What follows belongs to an exercise in optimizing a design on an open flow for small area and a short achievable clock period; a production flow would make more cautious choices.
Only simulation tests tie the RTL to the original design; equivalence was not proved.

`design.v`:
```
module dd_cell (input logic b, input logic m0, input logic m1, input logic m2, output logic n0, output logic n1, output logic n2, output logic c);
    logic w_new_n10, w_new_n11, w_new_n12, w_new_n14, w_new_n9;
    g_inv_1 u0 (.A(m2), .Y(w_new_n9));
    g_nor2_1 u1 (.A(m0), .B(b), .Y(w_new_n10));
    g_nor2_1 u2 (.A(w_new_n10), .B(w_new_n9), .Y(w_new_n11));
    g_nand2_1 u3 (.A(m0), .B(b), .Y(w_new_n12));
    g_o21ai_0 u4 (.A1(w_new_n12), .A2(m1), .B1(w_new_n11), .Y(n0));
    g_and2_0 u5 (.A(w_new_n10), .B(w_new_n9), .X(w_new_n14));
    g_nor2_1 u6 (.A(w_new_n14), .B(w_new_n11), .Y(n1));
    g_o21ai_0 u7 (.A1(m1), .A2(b), .B1(w_new_n12), .Y(n2));
    g_nor2_1 u8 (.A(w_new_n14), .B(m1), .Y(c));
endmodule
module dd_cell_nc (input logic b, input logic m0, input logic m1, input logic m2, output logic n0, output logic n1, output logic n2);
    logic w_new_n10, w_new_n11, w_new_n8, w_new_n9;
    g_inv_1 u0 (.A(m2), .Y(w_new_n8));
    g_nor2_1 u1 (.A(m0), .B(b), .Y(w_new_n9));
    g_nor2_1 u2 (.A(w_new_n9), .B(w_new_n8), .Y(w_new_n10));
    g_nand2_1 u3 (.A(m0), .B(b), .Y(w_new_n11));
    g_o21ai_0 u4 (.A1(w_new_n11), .A2(m1), .B1(w_new_n10), .Y(n0));
    g_xor2_1 u5 (.A(w_new_n9), .B(w_new_n8), .X(n1));
    g_o21ai_0 u6 (.A1(m1), .A2(b), .B1(w_new_n11), .Y(n2));
endmodule
module dd_first (input logic x0, input logic x1, input logic x2, output logic n0, output logic n1, output logic n2, output logic c);
    logic w_new_n8;
    g_nand2b_1 u0 (.A_N(x0), .B(x2), .Y(w_new_n8));
    g_nand2_1 u1 (.A(w_new_n8), .B(x1), .Y(n0));
    g_xor2_1 u2 (.A(w_new_n8), .B(x1), .X(n1));
    g_xor2_1 u3 (.A(x2), .B(x0), .X(n2));
    g_o21a_1 u4 (.A1(x1), .B1(x2), .A2(x0), .X(c));
endmodule
module dd_first_nc (input logic x0, input logic x1, input logic x2, output logic n0, output logic n1, output logic n2);
    logic w_new_n7;
    g_nand2b_1 u0 (.A_N(x0), .B(x2), .Y(w_new_n7));
    g_nand2_1 u1 (.A(w_new_n7), .B(x1), .Y(n0));
    g_xor2_1 u2 (.A(w_new_n7), .B(x1), .X(n1));
    g_xor2_1 u3 (.A(x2), .B(x0), .X(n2));
endmodule
module dd_conv16 (
    input  logic [15:0] x,
    input  logic nx,          
    input  logic [2:0] xs,    
    output logic [11:0] m,    
    output logic [3:0] b      
);
    logic nxn;
    assign nxn = ~nx;
    logic [2:0] m1; logic c2;
    dd_first u_m1 (.x0(x[13]), .x1(x[14]), .x2(x[15]), .n0(m1[0]), .n1(m1[1]), .n2(m1[2]), .c(c2));
    logic [2:0] m3; logic c4;
    dd_cell u_m3 (.b(x[12]), .m0(m1[0]), .m1(m1[1]), .m2(m1[2]), .n0(m3[0]), .n1(m3[1]), .n2(m3[2]), .c(c4));
    logic [2:0] m5; logic c6;
    dd_cell u_m5 (.b(x[11]), .m0(m3[0]), .m1(m3[1]), .m2(m3[2]), .n0(m5[0]), .n1(m5[1]), .n2(m5[2]), .c(c6));
    logic [2:0] m7; logic c8;
    dd_cell u_m7 (.b(x[10]), .m0(m5[0]), .m1(m5[1]), .m2(m5[2]), .n0(m7[0]), .n1(m7[1]), .n2(m7[2]), .c(c8));
    logic [2:0] m9; logic c10;
    dd_first u_m9 (.x0(c6), .x1(c4), .x2(c2), .n0(m9[0]), .n1(m9[1]), .n2(m9[2]), .c(c10));
    logic [2:0] m11; logic c12;
    dd_cell u_m11 (.b(x[9]), .m0(m7[0]), .m1(m7[1]), .m2(m7[2]), .n0(m11[0]), .n1(m11[1]), .n2(m11[2]), .c(c12));
    logic [2:0] m13; logic c14;
    dd_cell u_m13 (.b(c8), .m0(m9[0]), .m1(m9[1]), .m2(m9[2]), .n0(m13[0]), .n1(m13[1]), .n2(m13[2]), .c(c14));
    logic [2:0] m15; logic c16;
    dd_cell u_m15 (.b(x[8]), .m0(m11[0]), .m1(m11[1]), .m2(m11[2]), .n0(m15[0]), .n1(m15[1]), .n2(m15[2]), .c(c16));
    logic [2:0] m17; logic c18;
    dd_cell u_m17 (.b(c12), .m0(m13[0]), .m1(m13[1]), .m2(m13[2]), .n0(m17[0]), .n1(m17[1]), .n2(m17[2]), .c(c18));
    logic [2:0] m19; logic c20;
    dd_cell u_m19 (.b(x[7]), .m0(m15[0]), .m1(m15[1]), .m2(m15[2]), .n0(m19[0]), .n1(m19[1]), .n2(m19[2]), .c(c20));
    logic [2:0] m21; logic c22;
    dd_first u_m21 (.x0(xs[0]), .x1(xs[1]), .x2(xs[2]), .n0(m21[0]), .n1(m21[1]), .n2(m21[2]), .c(c22));
    logic [2:0] m23; logic c24;
    mux_cell u_m23_0 (.s(nx), .sn(nxn), .a(m19[0]), .b(m21[0]), .y(m23[0]));
    mux_cell u_m23_1 (.s(nx), .sn(nxn), .a(m19[1]), .b(m21[1]), .y(m23[1]));
    mux_cell u_m23_2 (.s(nx), .sn(nxn), .a(m19[2]), .b(m21[2]), .y(m23[2]));
    mux_cell u_c24 (.s(nx), .sn(nxn), .a(c20), .b(c22), .y(c24));
    logic [2:0] m25; logic c26;
    dd_cell u_m25 (.b(c16), .m0(m17[0]), .m1(m17[1]), .m2(m17[2]), .n0(m25[0]), .n1(m25[1]), .n2(m25[2]), .c(c26));
    logic [2:0] m27; logic c28;
    dd_first u_m27 (.x0(c18), .x1(c14), .x2(c10), .n0(m27[0]), .n1(m27[1]), .n2(m27[2]), .c(c28));
    logic [2:0] m29; logic c30;
    dd_cell u_m29 (.b(x[6]), .m0(m23[0]), .m1(m23[1]), .m2(m23[2]), .n0(m29[0]), .n1(m29[1]), .n2(m29[2]), .c(c30));
    logic [2:0] m31; logic c32;
    dd_cell u_m31 (.b(c24), .m0(m25[0]), .m1(m25[1]), .m2(m25[2]), .n0(m31[0]), .n1(m31[1]), .n2(m31[2]), .c(c32));
    logic [2:0] m33; logic c34;
    dd_cell u_m33 (.b(c26), .m0(m27[0]), .m1(m27[1]), .m2(m27[2]), .n0(m33[0]), .n1(m33[1]), .n2(m33[2]), .c(c34));
    logic [2:0] m35; logic c36;
    dd_cell u_m35 (.b(x[5]), .m0(m29[0]), .m1(m29[1]), .m2(m29[2]), .n0(m35[0]), .n1(m35[1]), .n2(m35[2]), .c(c36));
    logic [2:0] m37; logic c38;
    dd_cell u_m37 (.b(c30), .m0(m31[0]), .m1(m31[1]), .m2(m31[2]), .n0(m37[0]), .n1(m37[1]), .n2(m37[2]), .c(c38));
    logic [2:0] m39; logic c40;
    dd_cell u_m39 (.b(c32), .m0(m33[0]), .m1(m33[1]), .m2(m33[2]), .n0(m39[0]), .n1(m39[1]), .n2(m39[2]), .c(c40));
    logic [2:0] m41; logic c42;
    dd_cell u_m41 (.b(x[4]), .m0(m35[0]), .m1(m35[1]), .m2(m35[2]), .n0(m41[0]), .n1(m41[1]), .n2(m41[2]), .c(c42));
    logic [2:0] m43; logic c44;
    dd_cell u_m43 (.b(c36), .m0(m37[0]), .m1(m37[1]), .m2(m37[2]), .n0(m43[0]), .n1(m43[1]), .n2(m43[2]), .c(c44));
    logic [2:0] m45; logic c46;
    dd_cell u_m45 (.b(c38), .m0(m39[0]), .m1(m39[1]), .m2(m39[2]), .n0(m45[0]), .n1(m45[1]), .n2(m45[2]), .c(c46));
    logic [2:0] m47;
    dd_first_nc u_m47 (.x0(c40), .x1(c34), .x2(c28), .n0(m47[0]), .n1(m47[1]), .n2(m47[2]));
    logic [2:0] m48; logic c49;
    dd_cell u_m48 (.b(x[3]), .m0(m41[0]), .m1(m41[1]), .m2(m41[2]), .n0(m48[0]), .n1(m48[1]), .n2(m48[2]), .c(c49));
    logic [2:0] m50; logic c51;
    dd_cell u_m50 (.b(c42), .m0(m43[0]), .m1(m43[1]), .m2(m43[2]), .n0(m50[0]), .n1(m50[1]), .n2(m50[2]), .c(c51));
    logic [2:0] m52; logic c53;
    dd_cell u_m52 (.b(c44), .m0(m45[0]), .m1(m45[1]), .m2(m45[2]), .n0(m52[0]), .n1(m52[1]), .n2(m52[2]), .c(c53));
    logic [2:0] m54;
    dd_cell_nc u_m54 (.b(c46), .m0(m47[0]), .m1(m47[1]), .m2(m47[2]), .n0(m54[0]), .n1(m54[1]), .n2(m54[2]));
    logic [2:0] m55; logic c56;
    dd_cell u_m55 (.b(x[2]), .m0(m48[0]), .m1(m48[1]), .m2(m48[2]), .n0(m55[0]), .n1(m55[1]), .n2(m55[2]), .c(c56));
    logic [2:0] m57; logic c58;
    dd_cell u_m57 (.b(c49), .m0(m50[0]), .m1(m50[1]), .m2(m50[2]), .n0(m57[0]), .n1(m57[1]), .n2(m57[2]), .c(c58));
    logic [2:0] m59; logic c60;
    dd_cell u_m59 (.b(c51), .m0(m52[0]), .m1(m52[1]), .m2(m52[2]), .n0(m59[0]), .n1(m59[1]), .n2(m59[2]), .c(c60));
    logic [2:0] m61;
    dd_cell_nc u_m61 (.b(c53), .m0(m54[0]), .m1(m54[1]), .m2(m54[2]), .n0(m61[0]), .n1(m61[1]), .n2(m61[2]));
    logic [2:0] m62; logic c63;
    dd_cell u_m62 (.b(x[1]), .m0(m55[0]), .m1(m55[1]), .m2(m55[2]), .n0(m62[0]), .n1(m62[1]), .n2(m62[2]), .c(c63));
    logic [2:0] m64; logic c65;
    dd_cell u_m64 (.b(c56), .m0(m57[0]), .m1(m57[1]), .m2(m57[2]), .n0(m64[0]), .n1(m64[1]), .n2(m64[2]), .c(c65));
    logic [2:0] m66; logic c67;
    dd_cell u_m66 (.b(c58), .m0(m59[0]), .m1(m59[1]), .m2(m59[2]), .n0(m66[0]), .n1(m66[1]), .n2(m66[2]), .c(c67));
    logic [2:0] m68;
    dd_cell_nc u_m68 (.b(c60), .m0(m61[0]), .m1(m61[1]), .m2(m61[2]), .n0(m68[0]), .n1(m68[1]), .n2(m68[2]));
    assign m[2:0] = m62;
    assign b[0] = x[0];
    assign m[5:3] = m64;
    assign b[1] = c63;
    assign m[8:6] = m66;
    assign b[2] = c65;
    assign m[11:9] = m68;
    assign b[3] = c67;
endmodule
module mul16 (
    input  logic [9:0]  a,
    input  logic        one,    
    input  logic [9:0]  b,
    output logic [15:0] p
);
    logic [9:0] an, bn;
    assign an[0] = ~(one | a[0]);
    assign an[9:1] = {9{one}} | ~a[9:1];
    assign bn = ~b;
    logic [9:0] pp [0:9];
    genvar gi, gj;
    generate for (gi = 0; gi < 10; gi = gi + 1) begin : g_pp
        for (gj = 0; gj < 10; gj = gj + 1) begin : g_ppj
            nor_cell u_pp (.a(an[gi]), .b(bn[gj]), .y(pp[gi][gj]));
        end
    end endgenerate
    logic s1, s2;
    ha_cell u_s1 (.a(pp[0][9]), .b(pp[1][8]), .s(s1), .co(s2));
    logic s3, s4;
    ha_cell u_s3 (.a(pp[1][9]), .b(pp[2][8]), .s(s3), .co(s4));
    logic s5, s6;
    ha_cell u_s5 (.a(pp[0][6]), .b(pp[1][5]), .s(s5), .co(s6));
    logic s7, s8;
    fa_cell u_s7 (.a(pp[0][7]), .b(pp[1][6]), .c(pp[2][5]), .s(s7), .co(s8));
    logic s9, s10;
    ha_cell u_s9 (.a(pp[3][4]), .b(pp[4][3]), .s(s9), .co(s10));
    logic s11, s12;
    fa_cell u_s11 (.a(pp[0][8]), .b(pp[1][7]), .c(pp[2][6]), .s(s11), .co(s12));
    logic s13, s14;
    fa_cell u_s13 (.a(pp[3][5]), .b(pp[4][4]), .c(pp[5][3]), .s(s13), .co(s14));
    logic s15, s16;
    ha_cell u_s15 (.a(pp[6][2]), .b(pp[7][1]), .s(s15), .co(s16));
    logic s17, s18;
    fa_cell u_s17 (.a(s1), .b(pp[2][7]), .c(pp[3][6]), .s(s17), .co(s18));
    logic s19, s20;
    fa_cell u_s19 (.a(pp[4][5]), .b(pp[5][4]), .c(pp[6][3]), .s(s19), .co(s20));
    logic s21, s22;
    fa_cell u_s21 (.a(pp[7][2]), .b(pp[8][1]), .c(pp[9][0]), .s(s21), .co(s22));
    logic s23, s24;
    fa_cell u_s23 (.a(s3), .b(pp[3][7]), .c(pp[4][6]), .s(s23), .co(s24));
    logic s25, s26;
    fa_cell u_s25 (.a(pp[5][5]), .b(pp[6][4]), .c(pp[7][3]), .s(s25), .co(s26));
    logic s27, s28;
    fa_cell u_s27 (.a(pp[8][2]), .b(pp[9][1]), .c(s2), .s(s27), .co(s28));
    logic s29, s30;
    fa_cell u_s29 (.a(pp[2][9]), .b(pp[3][8]), .c(pp[4][7]), .s(s29), .co(s30));
    logic s31, s32;
    fa_cell u_s31 (.a(pp[5][6]), .b(pp[6][5]), .c(pp[7][4]), .s(s31), .co(s32));
    logic s33, s34;
    fa_cell u_s33 (.a(pp[8][3]), .b(pp[9][2]), .c(s4), .s(s33), .co(s34));
    logic s35, s36;
    fa_cell u_s35 (.a(pp[3][9]), .b(pp[4][8]), .c(pp[5][7]), .s(s35), .co(s36));
    logic s37, s38;
    fa_cell u_s37 (.a(pp[6][6]), .b(pp[7][5]), .c(pp[8][4]), .s(s37), .co(s38));
    logic s39, s40;
    fa_cell u_s39 (.a(pp[4][9]), .b(pp[5][8]), .c(pp[6][7]), .s(s39), .co(s40));
    logic s41, s42;
    ha_cell u_s41 (.a(pp[0][4]), .b(pp[1][3]), .s(s41), .co(s42));
    logic s43, s44;
    fa_cell u_s43 (.a(pp[0][5]), .b(pp[1][4]), .c(pp[2][3]), .s(s43), .co(s44));
    logic s45, s46;
    ha_cell u_s45 (.a(pp[3][2]), .b(pp[4][1]), .s(s45), .co(s46));
    logic s47, s48;
    fa_cell u_s47 (.a(s5), .b(pp[2][4]), .c(pp[3][3]), .s(s47), .co(s48));
    logic s49, s50;
    fa_cell u_s49 (.a(pp[4][2]), .b(pp[5][1]), .c(pp[6][0]), .s(s49), .co(s50));
    logic s51, s52;
    fa_cell u_s51 (.a(s7), .b(s9), .c(pp[5][2]), .s(s51), .co(s52));
    logic s53, s54;
    fa_cell u_s53 (.a(pp[6][1]), .b(pp[7][0]), .c(s6), .s(s53), .co(s54));
    logic s55, s56;
    fa_cell u_s55 (.a(s11), .b(s13), .c(s15), .s(s55), .co(s56));
    logic s57, s58;
    fa_cell u_s57 (.a(pp[8][0]), .b(s8), .c(s10), .s(s57), .co(s58));
    logic s59, s60;
    fa_cell u_s59 (.a(s17), .b(s19), .c(s21), .s(s59), .co(s60));
    logic s61, s62;
    fa_cell u_s61 (.a(s12), .b(s14), .c(s16), .s(s61), .co(s62));
    logic s63, s64;
    fa_cell u_s63 (.a(s23), .b(s25), .c(s27), .s(s63), .co(s64));
    logic s65, s66;
    fa_cell u_s65 (.a(s18), .b(s20), .c(s22), .s(s65), .co(s66));
    logic s67, s68;
    fa_cell u_s67 (.a(s29), .b(s31), .c(s33), .s(s67), .co(s68));
    logic s69, s70;
    fa_cell u_s69 (.a(s24), .b(s26), .c(s28), .s(s69), .co(s70));
    logic s71, s72;
    fa_cell u_s71 (.a(s35), .b(s37), .c(pp[9][3]), .s(s71), .co(s72));
    logic s73, s74;
    fa_cell u_s73 (.a(s30), .b(s32), .c(s34), .s(s73), .co(s74));
    logic s75, s76;
    fa_cell u_s75 (.a(s39), .b(pp[7][6]), .c(pp[8][5]), .s(s75), .co(s76));
    logic s77, s78;
    fa_cell u_s77 (.a(pp[9][4]), .b(s36), .c(s38), .s(s77), .co(s78));
    logic s79, s80;
    fa_cell u_s79 (.a(pp[5][9]), .b(pp[6][8]), .c(pp[7][7]), .s(s79), .co(s80));
    logic s81, s82;
    fa_cell u_s81 (.a(pp[8][6]), .b(pp[9][5]), .c(s40), .s(s81), .co(s82));
    logic s83, s84;
    ha_cell u_s83 (.a(pp[0][3]), .b(pp[1][2]), .s(s83), .co(s84));
    logic s85, s86;
    fa_cell u_s85 (.a(s41), .b(pp[2][2]), .c(pp[3][1]), .s(s85), .co(s86));
    logic s87, s88;
    fa_cell u_s87 (.a(s43), .b(s45), .c(pp[5][0]), .s(s87), .co(s88));
    logic s89, s90;
    fa_cell u_s89 (.a(s47), .b(s49), .c(s44), .s(s89), .co(s90));
    logic s91, s92;
    fa_cell u_s91 (.a(s51), .b(s53), .c(s48), .s(s91), .co(s92));
    logic s93, s94;
    fa_cell u_s93 (.a(s55), .b(s57), .c(s52), .s(s93), .co(s94));
    logic s95, s96;
    fa_cell u_s95 (.a(s59), .b(s61), .c(s56), .s(s95), .co(s96));
    logic s97, s98;
    fa_cell u_s97 (.a(s63), .b(s65), .c(s60), .s(s97), .co(s98));
    logic s99, s100;
    fa_cell u_s99 (.a(s67), .b(s69), .c(s64), .s(s99), .co(s100));
    logic s101, s102;
    fa_cell u_s101 (.a(s71), .b(s73), .c(s68), .s(s101), .co(s102));
    logic s103, s104;
    fa_cell u_s103 (.a(s75), .b(s77), .c(s72), .s(s103), .co(s104));
    logic s105, s106;
    fa_cell u_s105 (.a(s79), .b(s81), .c(s76), .s(s105), .co(s106));
    logic s107, s108;
    ha_cell u_s107 (.a(pp[0][2]), .b(pp[1][1]), .s(s107), .co(s108));
    logic s109, s110;
    fa_cell u_s109 (.a(s83), .b(pp[2][1]), .c(pp[3][0]), .s(s109), .co(s110));
    logic s111, s112;
    fa_cell u_s111 (.a(s85), .b(pp[4][0]), .c(s84), .s(s111), .co(s112));
    logic s113, s114;
    fa_cell u_s113 (.a(s87), .b(s42), .c(s86), .s(s113), .co(s114));
    logic s115, s116;
    fa_cell u_s115 (.a(s89), .b(s46), .c(s88), .s(s115), .co(s116));
    logic s117, s118;
    fa_cell u_s117 (.a(s91), .b(s50), .c(s90), .s(s117), .co(s118));
    logic s119, s120;
    fa_cell u_s119 (.a(s93), .b(s54), .c(s92), .s(s119), .co(s120));
    logic s121, s122;
    fa_cell u_s121 (.a(s95), .b(s58), .c(s94), .s(s121), .co(s122));
    logic s123, s124;
    fa_cell u_s123 (.a(s97), .b(s62), .c(s96), .s(s123), .co(s124));
    logic s125, s126;
    fa_cell u_s125 (.a(s99), .b(s66), .c(s98), .s(s125), .co(s126));
    logic s127, s128;
    fa_cell u_s127 (.a(s101), .b(s70), .c(s100), .s(s127), .co(s128));
    logic s129, s130;
    fa_cell u_s129 (.a(s103), .b(s74), .c(s102), .s(s129), .co(s130));
    logic s131, s132;
    fa_cell u_s131 (.a(s105), .b(s78), .c(s104), .s(s131), .co(s132));
    logic s133, s134;
    ha_cell u_s133 (.a(pp[0][1]), .b(pp[1][0]), .s(s133), .co(s134));
    logic s135, s136;
    fa_cell u_s135 (.a(s107), .b(pp[2][0]), .c(s134), .s(s135), .co(s136));
    logic s137, s138;
    fa_cell u_s137 (.a(s109), .b(s108), .c(s136), .s(s137), .co(s138));
    logic s139, s140;
    fa_cell u_s139 (.a(s111), .b(s110), .c(s138), .s(s139), .co(s140));
    logic s141, s142;
    fa_cell u_s141 (.a(s113), .b(s112), .c(s140), .s(s141), .co(s142));
    logic s143, s144;
    fa_cell u_s143 (.a(s115), .b(s114), .c(s142), .s(s143), .co(s144));
    logic s145, s146;
    fa_cell u_s145 (.a(s117), .b(s116), .c(s144), .s(s145), .co(s146));
    logic s147, s148;
    fa_cell u_s147 (.a(s119), .b(s118), .c(s146), .s(s147), .co(s148));
    logic s149, s150;
    fa_cell u_s149 (.a(s121), .b(s120), .c(s148), .s(s149), .co(s150));
    logic s151, s152;
    fa_cell u_s151 (.a(s123), .b(s122), .c(s150), .s(s151), .co(s152));
    logic s153, s154;
    fa_cell u_s153 (.a(s125), .b(s124), .c(s152), .s(s153), .co(s154));
    logic s155, s156;
    fa_cell u_s155 (.a(s127), .b(s126), .c(s154), .s(s155), .co(s156));
    logic s157, s158;
    fa_cell u_s157 (.a(s129), .b(s128), .c(s156), .s(s157), .co(s158));
    logic s159, s160;
    fa_cell u_s159 (.a(s131), .b(s130), .c(s158), .s(s159), .co(s160));
    logic s161;
    xor_cell u_s161 (.a(pp[6][9]), .b(pp[7][8]), .y(s161));
    logic s162;
    xor_cell u_s162 (.a(s161), .b(pp[8][7]), .y(s162));
    logic s163;
    xor_cell u_s163 (.a(s162), .b(pp[9][6]), .y(s163));
    logic s164;
    xor_cell u_s164 (.a(s163), .b(s80), .y(s164));
    logic s165;
    xor_cell u_s165 (.a(s164), .b(s82), .y(s165));
    logic s166;
    xor_cell u_s166 (.a(s165), .b(s106), .y(s166));
    logic s167;
    xor_cell u_s167 (.a(s166), .b(s132), .y(s167));
    logic s168;
    xor_cell u_s168 (.a(s167), .b(s160), .y(s168));
    assign p[0] = pp[0][0];
    assign p[1] = s133;
    assign p[2] = s135;
    assign p[3] = s137;
    assign p[4] = s139;
    assign p[5] = s141;
    assign p[6] = s143;
    assign p[7] = s145;
    assign p[8] = s147;
    assign p[9] = s149;
    assign p[10] = s151;
    assign p[11] = s153;
    assign p[12] = s155;
    assign p[13] = s157;
    assign p[14] = s159;
    assign p[15] = s168;
endmodule
module fa_cell (input logic a, input logic b, input logic c, output logic s, output logic co);
    assign s = a ^ b ^ c;
    assign co = (a & b) | (a & c) | (b & c);
endmodule
module ha_cell (input logic a, input logic b, output logic s, output logic co);
    assign s = a ^ b;
    assign co = a & b;
endmodule
module mux_cell (input logic s, input logic sn, input logic a, input logic b, output logic y);
    assign y = (s & a) | (sn & b);
endmodule
module nor_cell (input logic a, input logic b, output logic y);
    assign y = ~(a | b);
endmodule
module xor_cell (input logic a, input logic b, output logic y);
    assign y = a ^ b;
endmodule
module xnor_cell (input logic a, input logic b, output logic y);
    assign y = ~(a ^ b);
endmodule
module seven_seg_display_driver (input logic b, input logic m0, input logic m1, input logic m2, output logic s0, output logic s1, output logic s2, output logic s3, output logic s4, output logic s5, output logic s6);
    logic w_new_n12, w_new_n14, w_new_n16, w_new_n18, w_new_n19, w_new_n22;
    g_xor2_1 u0 (.A(m1), .B(b), .X(w_new_n12));
    g_nor2_1 u1 (.A(w_new_n12), .B(m2), .Y(s0));
    g_xnor2_1 u2 (.A(m2), .B(b), .Y(w_new_n14));
    g_nor2_1 u3 (.A(w_new_n14), .B(m0), .Y(s1));
    g_inv_1 u4 (.A(b), .Y(w_new_n16));
    g_and3_1 u5 (.A(m2), .B(m1), .C(w_new_n16), .X(s2));
    g_inv_1 u6 (.A(m0), .Y(w_new_n18));
    g_nand3_1 u7 (.A(m2), .B(w_new_n18), .C(b), .Y(w_new_n19));
    g_o21ai_0 u8 (.A1(w_new_n12), .A2(m2), .B1(w_new_n19), .Y(s3));
    g_o21ai_0 u9 (.A1(m2), .A2(m1), .B1(w_new_n16), .Y(s4));
    g_o21ai_0 u10 (.A1(m2), .A2(b), .B1(m1), .Y(w_new_n22));
    g_nand2_1 u11 (.A(w_new_n22), .B(w_new_n19), .Y(s5));
    g_o21ai_0 u12 (.A1(m2), .A2(w_new_n18), .B1(w_new_n19), .Y(s6));
endmodule
module g_inv_1 (input logic A, output logic Y);
    assign Y = (~A);
endmodule
module g_nor2_1 (input logic A, input logic B, output logic Y);
    assign Y = (~A&~B);
endmodule
module g_nand2_1 (input logic A, input logic B, output logic Y);
    assign Y = (~A) | (~B);
endmodule
module g_o21ai_0 (input logic A1, input logic A2, input logic B1, output logic Y);
    assign Y = (~A1&~A2) | (~B1);
endmodule
module g_and2_0 (input logic A, input logic B, output logic X);
    assign X = (A&B);
endmodule
module g_xor2_1 (input logic A, input logic B, output logic X);
    assign X = (A&~B) | (~A&B);
endmodule
module g_xnor2_1 (input logic A, input logic B, output logic Y);
    assign Y = (~A&~B) | (A&B);
endmodule
module g_nand2b_1 (input logic A_N, input logic B, input logic A, input logic C, output logic Y);
    assign Y = (A_N) | (~B);
endmodule
module g_o21a_1 (input logic A1, input logic A2, input logic B1, output logic X);
    assign X = (A1&B1) | (A2&B1);
endmodule
module g_and3_1 (input logic A, input logic B, input logic C, output logic X);
    assign X = (A&B&C);
endmodule
module g_nand3_1 (input logic A, input logic B, input logic C, output logic Y);
    assign Y = (~A) | (~B) | (~C);
endmodule
module fsm_multiplier (
    input wire clk,
    input wire k0,
    input wire k1,
    input wire [9:0] switches,
    output wire [6:0] disp0,
    output wire [6:0] disp1,
    output wire [6:0] disp2,
    output wire [6:0] disp3,
    output reg [9:0] leds
);
    localparam logic [1:0] IDLE = 2'd0, FIRST_NUM = 2'd1, NEXT_NUM = 2'd2, ERROR = 2'd3;
    logic [1:0] pr_state;
    logic prev_k0, prev_k1, k0pressed, k1pressed;
    logic [15:0] num;
    wire is_idle  = ~pr_state[1] & ~pr_state[0];
    wire is_first = ~pr_state[1] &  pr_state[0];
    wire is_next  =  pr_state[1] & ~pr_state[0];
    wire is_err   =  pr_state[1] &  pr_state[0];
    wire [15:0] r = num;
    wire over = r[15] | r[14] | (r[13] & (r[12] | r[11] | (r[10] & r[9] & r[8] & (r[7] | r[6] | r[5] | r[4]))));
    wire [15:0] prod;
    mul16 u_mul (.a(num[9:0]), .one(is_idle), .b(switches), .p(prod));
    always_ff @(posedge clk) begin
        k0pressed <= prev_k0 & ~k0;
        k1pressed <= prev_k1 & ~k1;
        prev_k0 <= k0;
        prev_k1 <= k1;
        if (k1pressed)                          pr_state <= IDLE;
        else if (is_idle & k0pressed)           pr_state <= FIRST_NUM;
        else if (is_first & k0pressed)          pr_state <= NEXT_NUM;
        else if (is_next & over)                pr_state <= ERROR;
        if (is_idle | (is_first & k0pressed)) num <= prod;
    end
    wire idle_or_err;
    xnor_cell u_led0 (.a(pr_state[1]), .b(pr_state[0]), .y(idle_or_err));
    always_comb begin
        leds[0] = idle_or_err;
        leds[1] = pr_state[0];
        leds[2] = pr_state[1];
        leds[9:3] = {7{is_err}};
    end
    wire sel_sw = ~pr_state[1];
    wire [15:0] x = ({16{is_next}} & num) | {9'd0, {7{sel_sw}} & switches[6:0]};
    wire [2:0] xs = {3{sel_sw}} & switches[9:7];
    wire [11:0] m;
    wire [3:0]  b;
    dd_conv16 u_dd (.x(x), .nx(is_next), .xs(xs), .m(m), .b(b));
    seven_seg_display_driver hex0 (.b(b[0]), .m0(m[0]),  .m1(m[1]),  .m2(m[2]),  .s0(disp0[0]), .s1(disp0[1]), .s2(disp0[2]), .s3(disp0[3]), .s4(disp0[4]), .s5(disp0[5]), .s6(disp0[6]));
    seven_seg_display_driver hex1 (.b(b[1]), .m0(m[3]),  .m1(m[4]),  .m2(m[5]),  .s0(disp1[0]), .s1(disp1[1]), .s2(disp1[2]), .s3(disp1[3]), .s4(disp1[4]), .s5(disp1[5]), .s6(disp1[6]));
    seven_seg_display_driver hex2 (.b(b[2]), .m0(m[6]),  .m1(m[7]),  .m2(m[8]),  .s0(disp2[0]), .s1(disp2[1]), .s2(disp2[2]), .s3(disp2[3]), .s4(disp2[4]), .s5(disp2[5]), .s6(disp2[6]));
    seven_seg_display_driver hex3 (.b(b[3]), .m0(m[9]),  .m1(m[10]), .m2(m[11]), .s0(disp3[0]), .s1(disp3[1]), .s2(disp3[2]), .s3(disp3[3]), .s4(disp3[4]), .s5(disp3[5]), .s6(disp3[6]));
endmodule
```
`flow/run.sh`:
```
#!/bin/bash
set -euo pipefail
export BUFFER_PORTS_ARGS="-buffer_cell sky130_fd_sc_hd__buf_2"
export SETUP_SLACK_MARGIN=9
bash standard.sh > standard.log 2>&1
```
`standard.sh`:
```
#!/bin/bash
# synth_recipe.tcl (not shown) runs the flow's synth.tcl, then flattens the netlist and writes it again
# the make line also repeats each setting of config.mk as NAME=value (left out here)
make -C /OpenROAD-flow-scripts/flow DESIGN_CONFIG=/design/flow/config.mk WORK_HOME=/design/flow/orfs CLKGATE_MAP_FILE= SYNTH_SCRIPT=/design/flow/synth_recipe.tcl "${@:-finish}"
```
`config.mk`:
```
export PLATFORM = sky130hd
export DESIGN_NAME = fsm_multiplier
export DESIGN_NICKNAME = fsm_multiplier
export VERILOG_FILES = /design/flow/design.v
export SDC_FILE = /design/flow/constraint.sdc
export NUM_CORES = 4
export LEC_CHECK = 0
export CAP_MARGIN = 20
export CORE_MARGIN = 2
export CORE_UTILIZATION = 65
export SLEW_MARGIN = 20
export SYNTH_HIERARCHICAL = 1
```
`constraint.sdc`:
```
create_clock -name core_clock -period 22.0 [get_ports {clk}]
set_input_delay 4.4000 -clock core_clock [delete_from_list [all_inputs] [get_ports {clk}]]
set_output_delay 4.4000 -clock core_clock [all_outputs]
set_load 0.01 [all_outputs]
```
==> results of run 1 <==
==> through the flow <==
stage,worst slack (ns),hold WS (ns),util [%],cells,instance area (um2)
detailed placement,9.81,0.425,68.9,771,4970
finish,9.80,0.434,69.5,775,5010
CTS,9.80,0.437,69.5,775,5010
global route,9.36,0.458,69.5,775,5010
global placement,9.95,0.421,68.9,771,4970
floorplan,10.33,0.411,-,651,4820
==> metal layers <==
metal	global-route usage, %	up-vias	part of all wire [%]
li1	-	2089	-
met1	33.9	2045	40
met2	54.1	126	52
met3	2.85	24	5.7
met4	8.72	0	2.4
met5	0	-	0
==> modules after synthesis (local to each module, per instance), excerpt <==
module | times used | cell area (um2) | cells
g_nand2b_1 | 5 | 6.26 | 1
fa_cell | 70 | 20.0 | 1
g_inv_1 | 38 | 3.75 | 1
dd_conv16 | 1 | 33.8 | 5
g_xor2_1 | 17 | 8.76 | 1
nor_cell | 94 | 3.75 | 1
g_nand3_1 | 4 | 5.00 | 1
ha_cell | 10 | 12.5 | 1
g_nand2_1 | 39 | 3.75 | 1
==> final cells by class <==
class	count	area, um2
repair buffers	52	265
fillers	675	2200
inverters	57	214
multi-input cells	541	3760
flip-flops and latches	22	601
well taps	99	124
clock buffers	4	45.0
==> worst max-delay path, cell delays in order <==
cell and delay [ns]:
buf_2 0.11, and2b_1 0.18, nand2b_1 0.17, xor2_1 0.15, a22o_1 0.23, o21ai_1 0.18
nor2_1 0.07, nor2_1 0.12, o21ai_1 0.10, nor2_1 0.12, nor2_1 0.06, o21ai_1 0.10
nor2_1 0.07, and2_1 0.17, nor2_1 0.15, nor2_1 0.08, and2_1 0.17, nor2_1 0.16
nor2_1 0.08, and2_1 0.17, nor2_1 0.28, xor2_1 0.24, o21ai_1 0.08, buf_2 0.16
==> registers in the layout, indices dropped and copies added, names as in the netlist <==
name	cells
prev_k0	1
num	16
k0pressed	1
k1pressed	1
prev_k1	1
pr_state	2
==> final timing paths <==
check | from | to | slack [ns] | cells after the start
worst max-delay path | switches[7] | disp3[3] | 9.80 | 24
worst min-delay path | k1pressed | pr_state[0] | 0.43 | 1
worst max register to register | pr_state[1] | num[15] | 14.00 | 18
worst min register to register | k1pressed | pr_state[0] | 0.43 | 1
==> placed cells by master (no fill, tap or decap), types with 3 or more instances in the layout <==
cell      netlist  routed
a22o_1          4       4
and2_1         37      37
and2b_1         3       3
nand3_1         4       4
buf_2           1      50
clkbuf_8        0       3
nand2_1        46      46
and3_1          4       4
o21ai_2         7       7
fa_1           70      70
xor2_1         26      26
ha_1           10      10
xnor2_1         5       5
inv_1          57      57
o21ai_1        76      76
edfxtp_1       16      16
dfxtp_1         6       6
nand2b_1       14      14
nor2_1        221     221
o21a_1          4       4
==> logic make-up after synthesis <==
| family | Yosys count | synth area share (%) |
|---|---|---|
| xor+xnor | 31 | 5.63 |
| compound gates | 95 | 11.1 |
| simple gates | 335 | 29.7 |
| flops | 22 | 12.5 |
| fa+ha+maj | 80 | 31.7 |
| buf+inv | 88 | 9.45 |
==> out/results.txt, run 1 <==
Initial DRC Count - 141
routed vias - 4284
Final setup viols - 0
H-tree levels - 1
largest net degree at the start of global routing - 23
biggest area consumer among synthesized cells - fa_1
# IOs - 51
Mapped Cells - 651
Worst-path clk slew - 0.08 ns
site row count - 31
Top FF cell, synth - edfxtp_1
WL per Instance - 13.7 um
DRC violations left - 0
Post-Syn Area - 4820 um2
Critical Path Fanout Max - 5
ANT nets after route - 0
vias in the first global route - 4293
Post-synth EDFFs - 16
GRT Total Usage - 28.5%
Die X - 90.1 um
CTS Hold Buffers Added - 0
CTS Buffer Depth - 2
Max-Cap Viols - 0
initial antenna violation count - 0
gp weighted congestion - 0.915
hold crit path type - flop to flop
Initial Util - 66.8%
synth top area cells - fa_1 (29%), nor2_1 (17%), edfxtp_1 (10%)
Synth top area share - 29.1%
min Tclk post-route - 12.20 ns
CTS tree - yes
Setup Skew - 0.00414 ns
share of layout cells above drive strength 1 - 9.47%
Die H - 90.1 um
Detailed Routing Iterations Pass 1 - 6
die area - 8120 um2
global route overflow - 0
Final period util - 55.5%
CTS buffer count - 3
YS warnings - 9
fin nets - 770
setup tns final - 0 ns
RSZ-0062 raised after global routing - no
async set-reset flop share out of synthesis - 0%
critical path capture point type - output pin
Ant. Diodes - 0
Data arrival, critical path - 7.80 ns
clock root buffer master - clkbuf_8
actual slew at the worst max-slew pin - 0.746 ns
IO buf count - 50
Final Hold Vio Count - 0
register area share after synthesis - 12.5%
Yosys reg bits - 22
Clock Latency Late Sink - 0.26 ns
first-pass GRT wire length - 19000 um
Core Footprint - 7210 um2
count leader, synth - nor2_1
Mapped Nets - 744
Slew Viols, Final - 0
required time of the worst setup path - 17.60 ns
Worst slew margin - 50.2%
vias per inst - 5.53
Setup CP Type - primary input to output pin
Mapped Avg Cell Area - 7.40 um2
# clock sinks - 22
Post-CTS Setup Repair Bufs - 0
crit start category - primary input
final WL - 10600 um
synth unique cells - 30
highest attainable clock frequency - 0.0820 GHz
status - timing/DRC/antenna clean
Area Growth Syn to Fin - 4.00%
synth cell count leaders - nor2_1 (221), o21ai_1 (76), fa_1 (70), inv_1 (57), nand2_1 (46)
DP HPWL - 8520 um
# resized after CTS - 0
==> run 2: changes to the inputs <==
==> flow/run.sh (replaced) <==
#!/bin/bash
set -euo pipefail
export BUFFER_PORTS_ARGS="-buffer_cell sky130_fd_sc_hd__buf_2"
export SETUP_SLACK_MARGIN=9.5
bash standard.sh > standard.log 2>&1
==> run 2 against run 1 <==
Still clean. Synthesized area is the same. Critical path depth is the same. Wire length is the same. Via count grew 0.23%. Die area is the same. Count of clock-buffer cells in the layout is the same. Critical path type unchanged. Critical endpoint unchanged. Largest cell class unchanged.
==> out/results.txt, run 2 <==
status - timing/DRC/antenna clean
Final Hold Vio Count - 0
Post-synth EDFFs - 16
site row count - 31
Area Growth Syn to Fin - 4.67%
required time of the worst setup path - 17.60 ns
Reg-to-Reg Start - pr_state[1]
Detailed Routing Iterations Pass 1 - 6
min Tclk post-route - 12.12 ns
# IOs - 51
RSZ-0062 raised after global routing - yes
critical path capture point type - output pin
final WL - 10600 um
GRT Total Usage - 28.5%
async set-reset flop share out of synthesis - 0%
multi-input logic area - 3800 um2
number of flip-flops in the largest register - 16
die area - 8120 um2
share of layout cells above drive strength 1 - 10.9%
met2 wire len - 5590 um
largest net degree at the start of global routing - 23
main combinational cell family by area after synthesis - adder cells
vias per inst - 5.54
Top Metal Used - met4
Critical Path Fanout Max - 5
M1 WL - 4260 um
synth cell count leaders - nor2_1 (221), o21ai_1 (76), fa_1 (70), inv_1 (57), nand2_1 (46)
Hold WS - 0.434 ns
Ant. Diodes - 0
DRC violations left - 0
Mapped Nets - 744
YS warnings - 9
commonest non-fill, non-tap cells in the layout - nor2_1 (214), o21ai_1 (74), fa_1 (70), inv_1 (57), buf_2 (50)
Max-Cap Viols - 0
initial antenna violation count - 0
ANT nets after route - 0
Initial Util - 66.8%
H-tree levels - 1
highest attainable clock frequency - 0.0825 GHz
Final period util - 55.1%
Die H - 90.1 um
Top reg by flops - num
Post-Synth XOR/XNOR Area - 5.63%
IO buf count - 50
Post-CTS Setup Repair Bufs - 0
Setup CP Type - primary input to output pin
first-pass GRT wire length - 19000 um
commonest non-fill, non-tap cell in the layout - nor2_1
Register Area - 601 um2
setup tns final - 0 ns
Post-Syn Area - 4820 um2
# resized after CTS - 0
hold crit path type - flop to flop
Simple-Gate Fraction of Synth Area - 29.7%
Mapped Avg Cell Area - 7.40 um2
CTS tree - yes
Worst-path clk slew - 0.08 ns
actual slew at the worst max-slew pin - 0.750 ns
Critical Path Start - switches[7]
synth unique cells - 30
Top FF cell, synth - edfxtp_1
# clock sinks - 22
Clock Latency Late Sink - 0.26 ns
CTS buffer count - 3
Die X - 90.1 um
CTS Buffer Depth - 2
Synth Area in Compound Gates - 11.1%
gp weighted congestion - 0.915
routed vias - 4294
Setup Skew - 0.00238 ns
DR WL met3 - 525 um
Worst slew margin - 50.0%
WL per Instance - 13.7 um
fin nets - 770
register area share after synthesis - 12.5%
Regs by FF count - num x16, pr_state x2
Hold Startpoint - k1pressed
global route overflow - 0
Mapped Cells - 651
Data arrival, critical path - 7.72 ns
crit start category - primary input
count leader, synth - nor2_1
Synth top area share - 29.1%
fillcell total - 673
Yosys reg bits - 22
Final setup viols - 0
post-synthesis adder-cell area fraction - 31.7%
vias in the first global route - 4293
Initial DRC Count - 144
CTS Hold Buffers Added - 0
DP HPWL - 8520 um
clock root buffer master - clkbuf_8
synth top area cells - fa_1 (29%), nor2_1 (17%), edfxtp_1 (10%)
mux cell area share after synthesis - 0%
Core Footprint - 7210 um2
Slew Viols, Final - 0
biggest area consumer among synthesized cells - fa_1
-- run 2: cell types whose count changed in the layout (fill, tap and decap cells not counted) --
cell     change
nor2_2       +7
o21ai_1      -2
xor2_1       -1
xor2_2       +1
o21ai_2      +2
nor2_1       -7
-- run 2: path summary, 6_finish.rpt --
path / end / cells past startpoint / slack (ns)
hold / removal: pr_state[0] / 1 / 0.43
hold reg to reg: pr_state[0] / 1 / 0.43
setup / recovery: disp3[3] / 24 / 9.88
setup reg to reg: num[15] / 18 / 13.99
-- run 2: final cells by class --
class	count	area share (%)
multi-input cells	541	75.2
flip-flops and latches	22	11.9
repair buffers	52	5.26
inverters	57	4.24
well taps	99	2.46
clock buffers	4	0.893
-- run 2: stage by stage --
step	instance area, um2	instances	setup WS, ns	util, %
after floorplan	4820	651	10.33	-
after global placement	4970	771	9.95	68.9
after detailed placement	4970	771	9.81	68.9
after CTS	5010	775	9.80	69.5
after global routing	5040	775	9.49	69.9
final	5040	775	9.88	69.9
-- run 2: per-module statistics from Yosys (local to each module, per instance), excerpt --
module | cells inside | flip-flops and latches | times used
fsm_multiplier | 83 | 22 | 1
xor_cell | 1 | 0 | 8
g_xor2_1 | 1 | 0 | 17
xnor_cell | 1 | 0 | 1
mux_cell | 1 | 0 | 4
g_o21a_1 | 1 | 0 | 4
g_and3_1 | 1 | 0 | 4
g_and2_0 | 1 | 0 | 27
g_nand3_1 | 1 | 0 | 4
g_o21ai_0 | 1 | 0 | 76
g_nor2_1 | 1 | 0 | 122
g_nand2_1 | 1 | 0 | 39
g_inv_1 | 1 | 0 | 38
-- run 2: layer usage --
layer | global-route usage (%) | vias to the layer above
met2 | 54.1 | 134
li1 | - | 2087
met5 | 0 | -
met1 | 33.9 | 2050
met4 | 8.72 | 0
met3 | 2.85 | 23
-- run 2: critical path: stages --
cell	delay (ns)
buf_2	0.11
and2b_1	0.18
nand2b_1	0.17
xor2_1	0.15
a22o_1	0.24
o21ai_1	0.18
nor2_1	0.07
and2_1	0.17
nor2_1	0.15
nor2_1	0.08
nor2_1	0.11
o21ai_1	0.10
nor2_1	0.12
nor2_1	0.06
o21ai_1	0.12
nor2_1	0.08
and2_1	0.18
nor2_2	0.14
nor2_1	0.08
and2_1	0.18
nor2_2	0.19
xor2_1	0.23
o21ai_1	0.08
buf_2	0.15
-- run 2: cell families after synthesis --
group	Yosys count
flip-flops	22
XOR/XNOR	31
buffers and inverters	88
AO/OA/AOI/OAI	95
AND/OR/NAND/NOR	335
adder cells (fa/ha/maj)	80
==> run 3: changes to the inputs <==
--- a/design.v
+++ b/design.v
@@ -20,6 +20,17 @@
     g_xor2_1 u5 (.A(w_new_n9), .B(w_new_n8), .X(n1));
     g_o21ai_0 u6 (.A1(m1), .A2(b), .B1(w_new_n11), .Y(n2));
 endmodule
+module dd_first_en (input logic x0, input logic x1, input logic x2, input logic en, output logic n0, output logic n1, output logic n2, output logic c);
+    logic w_new_n10, w_new_n12, w_new_n14, w_new_n9;
+    g_nand2b_1 u0 (.A_N(x0), .B(x2), .Y(w_new_n9));
+    g_and2_0 u1 (.A(w_new_n9), .B(x1), .X(w_new_n10));
+    g_nand2_1 u2 (.A(w_new_n10), .B(en), .Y(n0));
+    g_nor2_1 u3 (.A(w_new_n9), .B(x1), .Y(w_new_n12));
+    g_o21ai_0 u4 (.A1(w_new_n12), .A2(w_new_n10), .B1(en), .Y(n1));
+    g_xor2_1 u5 (.A(x2), .B(x0), .X(w_new_n14));
+    g_and2_0 u6 (.A(w_new_n14), .B(en), .X(n2));
+    g_o211a_1 u7 (.A1(x1), .B1(en), .C1(x2), .A2(x0), .X(c));
+endmodule
 module dd_first (input logic x0, input logic x1, input logic x2, output logic n0, output logic n1, output logic n2, output logic c);
     logic w_new_n8;
     g_nand2b_1 u0 (.A_N(x0), .B(x2), .Y(w_new_n8));
@@ -39,6 +50,7 @@
     input  logic [15:0] x,
     input  logic nx,          
     input  logic [2:0] xs,    
+    input  logic xs_en,       
     output logic [11:0] m,    
     output logic [3:0] b      
 );
@@ -65,7 +77,7 @@
     logic [2:0] m19; logic c20;
     dd_cell u_m19 (.b(x[7]), .m0(m15[0]), .m1(m15[1]), .m2(m15[2]), .n0(m19[0]), .n1(m19[1]), .n2(m19[2]), .c(c20));
     logic [2:0] m21; logic c22;
-    dd_first u_m21 (.x0(xs[0]), .x1(xs[1]), .x2(xs[2]), .n0(m21[0]), .n1(m21[1]), .n2(m21[2]), .c(c22));
+    dd_first_en u_m21 (.x0(xs[0]), .x1(xs[1]), .x2(xs[2]), .en(xs_en), .n0(m21[0]), .n1(m21[1]), .n2(m21[2]), .c(c22));
     logic [2:0] m23; logic c24;
     mux_cell u_m23_0 (.s(nx), .sn(nxn), .a(m19[0]), .b(m21[0]), .y(m23[0]));
     mux_cell u_m23_1 (.s(nx), .sn(nxn), .a(m19[1]), .b(m21[1]), .y(m23[1]));
@@ -398,6 +410,9 @@
 module g_nand2b_1 (input logic A_N, input logic B, input logic A, input logic C, output logic Y);
     assign Y = (A_N) | (~B);
 endmodule
+module g_o211a_1 (input logic A1, input logic A2, input logic B1, input logic C1, output logic X);
+    assign X = (A1&B1&C1) | (A2&B1&C1);
+endmodule
 module g_o21a_1 (input logic A1, input logic A2, input logic B1, output logic X);
     assign X = (A1&B1) | (A2&B1);
 endmodule
@@ -451,10 +466,9 @@
     end
     wire sel_sw = ~pr_state[1];
     wire [15:0] x = ({16{is_next}} & num) | {9'd0, {7{sel_sw}} & switches[6:0]};
-    wire [2:0] xs = {3{sel_sw}} & switches[9:7];
     wire [11:0] m;
     wire [3:0]  b;
-    dd_conv16 u_dd (.x(x), .nx(is_next), .xs(xs), .m(m), .b(b));
+    dd_conv16 u_dd (.x(x), .nx(is_next), .xs(switches[9:7]), .xs_en(sel_sw), .m(m), .b(b));
     seven_seg_display_driver hex0 (.b(b[0]), .m0(m[0]),  .m1(m[1]),  .m2(m[2]),  .s0(disp0[0]), .s1(disp0[1]), .s2(disp0[2]), .s3(disp0[3]), .s4(disp0[4]), .s5(disp0[5]), .s6(disp0[6]));
     seven_seg_display_driver hex1 (.b(b[1]), .m0(m[3]),  .m1(m[4]),  .m2(m[5]),  .s0(disp1[0]), .s1(disp1[1]), .s2(disp1[2]), .s3(disp1[3]), .s4(disp1[4]), .s5(disp1[5]), .s6(disp1[6]));
     seven_seg_display_driver hex2 (.b(b[2]), .m0(m[6]),  .m1(m[7]),  .m2(m[8]),  .s0(disp2[0]), .s1(disp2[1]), .s2(disp2[2]), .s3(disp2[3]), .s4(disp2[4]), .s5(disp2[5]), .s6(disp2[6]));
==> run 3 against run 2 <==
First-iteration DRC count decreased by 5.6%. Via count decreased by 3.8%. Flip-flop and latch count unchanged. Count of clock-buffer cells in the layout unchanged. Fmax increased by 0.47%. Register-to-register slack improved by 0.29 ns. Non-clock buffer count unchanged. Worst setup slack improved by 0.056 ns. Hold slack improved by 0.0010 ns. Synthesized cell count decreased by 2.3%. Die area decreased by 1.4%. Critical path type unchanged. Highest routed layer unchanged.
==> out/results.txt, run 3 <==
status - timing/DRC/antenna clean
fin nets - 756
DRC violations left - 0
Core Footprint - 7180 um2
Worst-path clk slew - 0.08 ns
r2r setup slk - 14.28 ns
Ant. Diodes - 0
H-tree levels - 1
Top FF cell, synth - edfxtp_1
share of layout cells above drive strength 1 - 10.1%
commonest non-fill, non-tap cells in the layout - nor2_1 (216), o21ai_1 (74), fa_1 (70), inv_1 (51), buf_2 (50)
Die X - 89.5 um
RSZ-0062 raised after global routing - no
largest net degree at the start of global routing - 23
Slew Viols, Final - 0
Data arrival, critical path - 7.66 ns
Mapped Avg Cell Area - 7.47 um2
Critical Path Fanout Max - 4
final WL - 10200 um
# clock sinks - 22
Final Hold Vio Count - 0
register area share after synthesis - 12.6%
Reg-to-Reg Start - pr_state[0]
Final period util - 54.8%
Mapped Cells - 636
Synth top area share - 29.5%
worst r2r path cells - 18
CP top delay family - simple AND/OR/NAND/NOR gates
CTS Buffer Depth - 2
cell mode on critical path - nor2_1
Synth Area in Compound Gates - 11.6%
CP max-delay cell - xor2_1
gp weighted congestion - 0.873
synth top area cells - fa_1 (29%), nor2_1 (17%), edfxtp_1 (10%)
Mapped Nets - 729
CTS tree - yes
DP HPWL - 8320 um
Final setup viols - 0
count leader, synth - nor2_1
Max-Cap Viols - 0
Setup Skew - 0.00474 ns
mux cell area share after synthesis - 0%
Hold WS - 0.435 ns
fillcell total - 608
Reg2Reg Capture Point - num[15]
Post-Synth XOR/XNOR Area - 5.53%
WL per Instance - 13.5 um
IO buf count - 50
Initial DRC Count - 136
Buf/Inv on CP - 2
CTS buffer count - 3
Post-Syn Area - 4750 um2
global route overflow - 0
GRT Total Usage - 27.1%
Die H - 89.5 um
vias in the first global route - 3868
crit start category - primary input
Initial Util - 66.2%
# IOs - 51
highest attainable clock frequency - 0.0829 GHz
vias per inst - 5.43
critical path capture point type - output pin
actual slew at the worst max-slew pin - 0.731 ns
ANT nets after route - 0
required time of the worst setup path - 17.60 ns
Post-synth EDFFs - 16
Worst slew margin - 51.1%
die area - 8010 um2
setup tns final - 0 ns
hold crit path type - flop to flop
synth unique cells - 26
post-synthesis adder-cell area fraction - 32.1%
Simple-Gate Fraction of Synth Area - 29.1%
CP peak stage delay - 0.21 ns
Area Growth Syn to Fin - 5.27%
CTS Hold Buffers Added - 0
min Tclk post-route - 12.06 ns
Top reg by flops - num
Setup CP Type - primary input to output pin
synth cell count leaders - nor2_1 (221), o21ai_1 (77), fa_1 (70), inv_1 (51)
async set-reset flop share out of synthesis - 0%
first-pass GRT wire length - 16900 um
biggest area consumer among synthesized cells - fa_1
Regs by FF count - num x16, pr_state x2
Clock Latency Late Sink - 0.27 ns
clock root buffer master - clkbuf_8
Detailed Routing Iterations Pass 1 - 4
WHS Path Cells - 1
routed vias - 4130
YS warnings - 9
site row count - 31
commonest non-fill, non-tap cell in the layout - nor2_1
WHS Endpoint - pr_state[0]
main combinational cell family by area after synthesis - adder cells
Yosys reg bits - 22
Hold Startpoint - k1pressed
initial antenna violation count - 0
number of flip-flops in the largest register - 16
==> run 3: cell types whose count changed in the layout (fill, tap and decap cells not counted), moves of 2 or more <==
cell	previous run	this run
and2b_1	3	0
xor2_1	25	23
a22o_1	4	11
nor2_2	7	4
o21ai_2	9	3
nand2_1	46	39
inv_1	57	51
nor2_1	214	216
==> run 3: worst register-to-register path: stages (launching register included) <==
cell and delay (ns):
dfxtp_1 0.40, nor2_1 0.50, nand2b_1 0.47, nor2_1 0.12
ha_1 0.33, fa_1 0.51, fa_1 0.52, fa_1 0.47
fa_1 0.40, fa_1 0.39, fa_1 0.41, fa_1 0.39
fa_1 0.42, fa_1 0.42, fa_1 0.39, fa_1 0.39
fa_1 0.39, fa_1 0.38, xor2_1 0.17
==> run 3: layer usage <==
| layer | vias to the layer above | routed length, um | share of wire [%] | track usage, % |
|---|---|---|---|---|
| li1 | 2058 | - | - | - |
| met1 | 1958 | 4320 | 42 | 34.5 |
| met2 | 102 | 5270 | 51 | 49.6 |
| met3 | 12 | 539 | 5.3 | 3.69 |
| met4 | 0 | 121 | 1.2 | 5.16 |
| met5 | - | 0 | 0 | 0 |
==> run 3: worst max path at each step <==
stage	start	endpoint	slack, ns	depth (start not counted)
finish	switches[7]	disp2[3]	9.94	26
global placement	switches[7]	disp3[3]	10.06	25
detailed placement	switches[7]	disp3[3]	9.84	26
CTS	switches[7]	disp3[3]	9.83	26
floorplan	switches[7]	disp3[3]	10.44	23
global route	switches[7]	disp2[3]	9.50	26
==> run 3: area by class of cell <==
| type | count | area, um2 | share of cell area [%] |
|---|---|---|---|
| Clock buffer | 4 | 55.1 | 1.10 |
| Inverter | 51 | 191 | 3.83 |
| Multi-Input combinational cell | 533 | 3760 | 75.3 |
| Sequential cell | 22 | 601 | 12.0 |
| Tap cell | 99 | 124 | 2.48 |
| Timing Repair Buffer | 52 | 265 | 5.30 |
==> run 3: per-stage QoR <==
step | std cells | worst slack, ns | area, um2 | utilization (%)
after CTS | 761 | 9.83 | 4960 | 69.2
after global placement | 757 | 10.06 | 4910 | 68.4
after floorplan | 636 | 10.44 | 4750 | -
final | 761 | 9.94 | 5000 | 69.7
after global routing | 761 | 9.50 | 5000 | 69.7
after detailed placement | 757 | 9.84 | 4910 | 68.4
==> run 3: logic make-up after synthesis <==
kind of cell | Yosys count
AND/OR/NAND/NOR | 326
AO/OA/AOI/OAI | 97
buffers and inverters | 81
adder cells (fa/ha/maj) | 80
XOR/XNOR | 30
flip-flops | 22
==> run 3: modules after synthesis (local to each module, per instance), excerpt <==
module / flip-flops and latches / cells inside
ha_cell: 0 / 1
dd_conv16: 0 / 5
g_o211a_1: 0 / 1
g_nand2b_1: 0 / 1
g_and3_1: 0 / 1
g_inv_1: 0 / 1
g_and2_0: 0 / 1
g_xor2_1: 0 / 1
g_xnor2_1: 0 / 1
g_nand3_1: 0 / 1
xor_cell: 0 / 1
g_nor2_1: 0 / 1
==> run 3: repair_timing <==
action	4_1_cts	5_1_grt
buffers inserted	0	0
setup endpoints to repair	0	15
gates resized for setup	0	11
==> run 4: changes to the inputs <==
==> flow/run.sh (replaced) <==
#!/bin/bash
set -euo pipefail
export BUFFER_PORTS_ARGS="-buffer_cell sky130_fd_sc_hd__buf_2"
export SETUP_SLACK_MARGIN=9
bash standard.sh > standard.log 2>&1
==> run 4 against run 3 <==
Flip-flop and latch count did not move. Synthesized cell count unchanged. Global-route usage is the same. Sequential share of layout area increased by 0.094 points. Count of clock-buffer cells in the layout did not move. Synthesized area unchanged. Clock skew rose by 0.0010 ns. Largest cell class unchanged. Register-to-register slack lost 0.02 ns. Via count shrank 0.29%.
==> out/results.txt, run 4 <==
biggest area consumer among synthesized cells - fa_1
Top FF cell, synth - edfxtp_1
Post-CTS Setup Repair Bufs - 0
vias in the first global route - 3868
Data arrival, critical path - 7.77 ns
gp weighted congestion - 0.873
worst r2r path cells - 18
die area - 8010 um2
first-pass GRT wire length - 16900 um
Simple-Gate Fraction of Synth Area - 29.1%
count leader, synth - nor2_1
# clock sinks - 22
largest net degree at the start of global routing - 23
Worst slew margin - 51.0%
YS warnings - 9
commonest non-fill, non-tap cells in the layout - nor2_1 (221), o21ai_1 (77), fa_1 (70), inv_1 (51), buf_2 (50)
WHS Path Cells - 1
CTS Buffer Depth - 2
Final setup viols - 0
commonest non-fill, non-tap cell in the layout - nor2_1
Slew Viols, Final - 0
critical path capture point type - output pin
CTS Hold Buffers Added - 0
Max-Cap Viols - 0
site row count - 31
fin nets - 756
# resized after CTS - 0
global route overflow - 0
CTS buffer count - 3
Buf/Inv on CP - 2
CP top delay family - simple AND/OR/NAND/NOR gates
async set-reset flop share out of synthesis - 0%
IO buf count - 50
Setup Skew - 0.00576 ns
main combinational cell family by area after synthesis - adder cells
Area Growth Syn to Fin - 4.45%
register area share after synthesis - 12.6%
synth unique cells - 26
ANT nets after route - 0
Post-Syn Area - 4750 um2
Die X - 89.5 um
min Tclk post-route - 12.17 ns
Synth Area in Compound Gates - 11.6%
Stages on worst setup path - 26
Worst-path clk slew - 0.08 ns
cell mode on critical path - nor2_1
Regs by FF count - num x16, pr_state x2
Mapped Cells - 636
Die H - 89.5 um
Setup CP Type - primary input to output pin
initial antenna violation count - 0
Synth top area share - 29.5%
Post-synth EDFFs - 16
share of layout cells above drive strength 1 - 8.61%
Yosys reg bits - 22
Critical Path Fanout Max - 5
final WL - 10200 um
number of flip-flops in the largest register - 16
Post-Synth XOR/XNOR Area - 5.53%
post-synthesis adder-cell area fraction - 32.1%
Detailed Routing Iterations Pass 1 - 4
hold crit path type - flop to flop
Final period util - 55.3%
WL per Instance - 13.4 um
routed vias - 4118
DP HPWL - 8320 um
DRC violations left - 0
required time of the worst setup path - 17.60 ns
Ant. Diodes - 0
CP max-delay cell - nor2_1
synth top area cells - fa_1 (29%), nor2_1 (17%), edfxtp_1 (10%)
vias per inst - 5.41
GRT Total Usage - 27.1%
Mapped Avg Cell Area - 7.47 um2
CTS tree - yes
Initial Util - 66.2%
setup tns final - 0 ns
Top reg by flops - num
mux cell area share after synthesis - 0%
# IOs - 51
Clock Latency Late Sink - 0.27 ns
H-tree levels - 1
Mapped Nets - 729
Hold WS - 0.434 ns
clock root buffer master - clkbuf_8
synth cell count leaders - nor2_1 (221), o21ai_1 (77), fa_1 (70), inv_1 (51)
crit start category - primary input
CP peak stage delay - 0.28 ns
status - timing/DRC/antenna clean
highest attainable clock frequency - 0.0822 GHz
actual slew at the worst max-slew pin - 0.732 ns
Initial DRC Count - 153
RSZ-0062 raised after global routing - no
Core Footprint - 7180 um2
Final Hold Vio Count - 0
-- run 4: cell types whose count changed in the layout (fill, tap and decap cells not counted) --
| cell | change |
|---|---|
| nor2_2 | -4 |
| and2_1 | +1 |
| and2_4 | -1 |
| nor2_1 | +5 |
| nor2_4 | -1 |
| xor2_2 | -1 |
| o21ai_1 | +3 |
| o21ai_2 | -3 |
| xor2_1 | +1 |
-- run 4: final cells by class --
class / instances / area (um2)
multi-input combinational: 533 / 3730
tap: 99 / 124
inverter: 51 / 191
fill: 612 / 2210
sequential: 22 / 601
clock buffer: 4 / 55.1
timing repair buffer: 52 / 265
-- run 4: layer usage --
layer,track usage [%],wire length [um]
met1,34.5,4320
met2,49.6,5160
met3,3.69,593
met4,5.16,103
met5,0,0
-- run 4: final timing paths --
check                           slack [ns]         from           to
worst max-delay path                  9.83  switches[7]     disp3[3]
worst min-delay path                  0.43    k1pressed  pr_state[0]
worst min register to register        0.43    k1pressed  pr_state[0]
worst max register to register       14.26  pr_state[0]      num[15]
-- run 4: through the flow --
| stage | cell area, um2 | utilization (%) | worst slack (ns) | std cells |
|---|---|---|---|---|
| 6_report | 4960 | 69.2 | 9.83 | 761 |
| 5_1_grt | 4960 | 69.2 | 9.21 | 761 |
| 4_1_cts | 4960 | 69.2 | 9.83 | 761 |
| 3_5_place_dp | 4910 | 68.4 | 9.84 | 757 |
| 3_3_place_gp | 4910 | 68.4 | 10.06 | 757 |
| 2_1_floorplan | 4750 | - | 10.44 | 636 |
-- run 4: logic make-up after synthesis --
kind of cell	after synthesis
AND/OR/NAND/NOR	326
buffers and inverters	81
AO/OA/AOI/OAI	97
flip-flops	22
XOR/XNOR	30
adder cells (fa/ha/maj)	80
-- run 4: Yosys stat by module, one instance, submodules excluded, a selection --
module          cells inside  times used  area (um2)  flip-flops and latches
fsm_multiplier            65           1         905                      22
mul16                     36           1         218                       0
dd_conv16                  5           1        33.8                       0
xor_cell                   1           8        8.76                       0
xnor_cell                  1           1        8.76                       0
g_and2_0                   1          29        6.26                       0
g_and3_1                   1           4        6.26                       0
nor_cell                   1          94        3.75                       0

==> what the ideal ports hide <==
No port has a modelled driver above. Below, the same layouts with a new extraction and two added sets of constraints.
Step 1: set_driving_cell puts a clkbuf_16 on clk and a buf_2 on each other input, an assumption about the parent block.
Step 2 adds t to the input delays and takes it off the output delays; t is the mean of the earliest and latest rising clock arrival at the registers after step 1. Input paths then give back, and output paths get back, about the clock's delay inside the block.
Slacks: ideal ports / drivers / drivers and shift; pairs: ideal ports / drivers.
| run | shift t [ns] | setup WS [ns] | hold slack, ns | latest minus earliest clock arrival (ns) | worst register clock-pin slew, ns |
|---|---|---|---|---|---|
| run 1 | 0.286 | 9.799 / 9.779 / 9.779 | 0.434 / 0.434 / 0.434 | 0.005 / 0.004 | 0.08 / 0.08 |
| run 2 | 0.287 | 9.880 / 9.859 / 9.859 | 0.434 / 0.434 / 0.434 | 0.002 / 0.003 | 0.08 / 0.08 |
| run 3 | 0.292 | 9.936 / 9.906 / 9.906 | 0.435 / 0.435 / 0.435 | 0.005 / 0.005 | 0.08 / 0.08 |
| run 4 | 0.290 | 9.835 / 9.799 / 9.799 | 0.434 / 0.434 / 0.434 | 0.006 / 0.006 | 0.08 / 0.08 |
After both steps setup and hold are still met in every run listed. For run 4, which loses most, drivers alone change the setup slack by -0.036 ns; drivers and shift together by -0.036 ns.
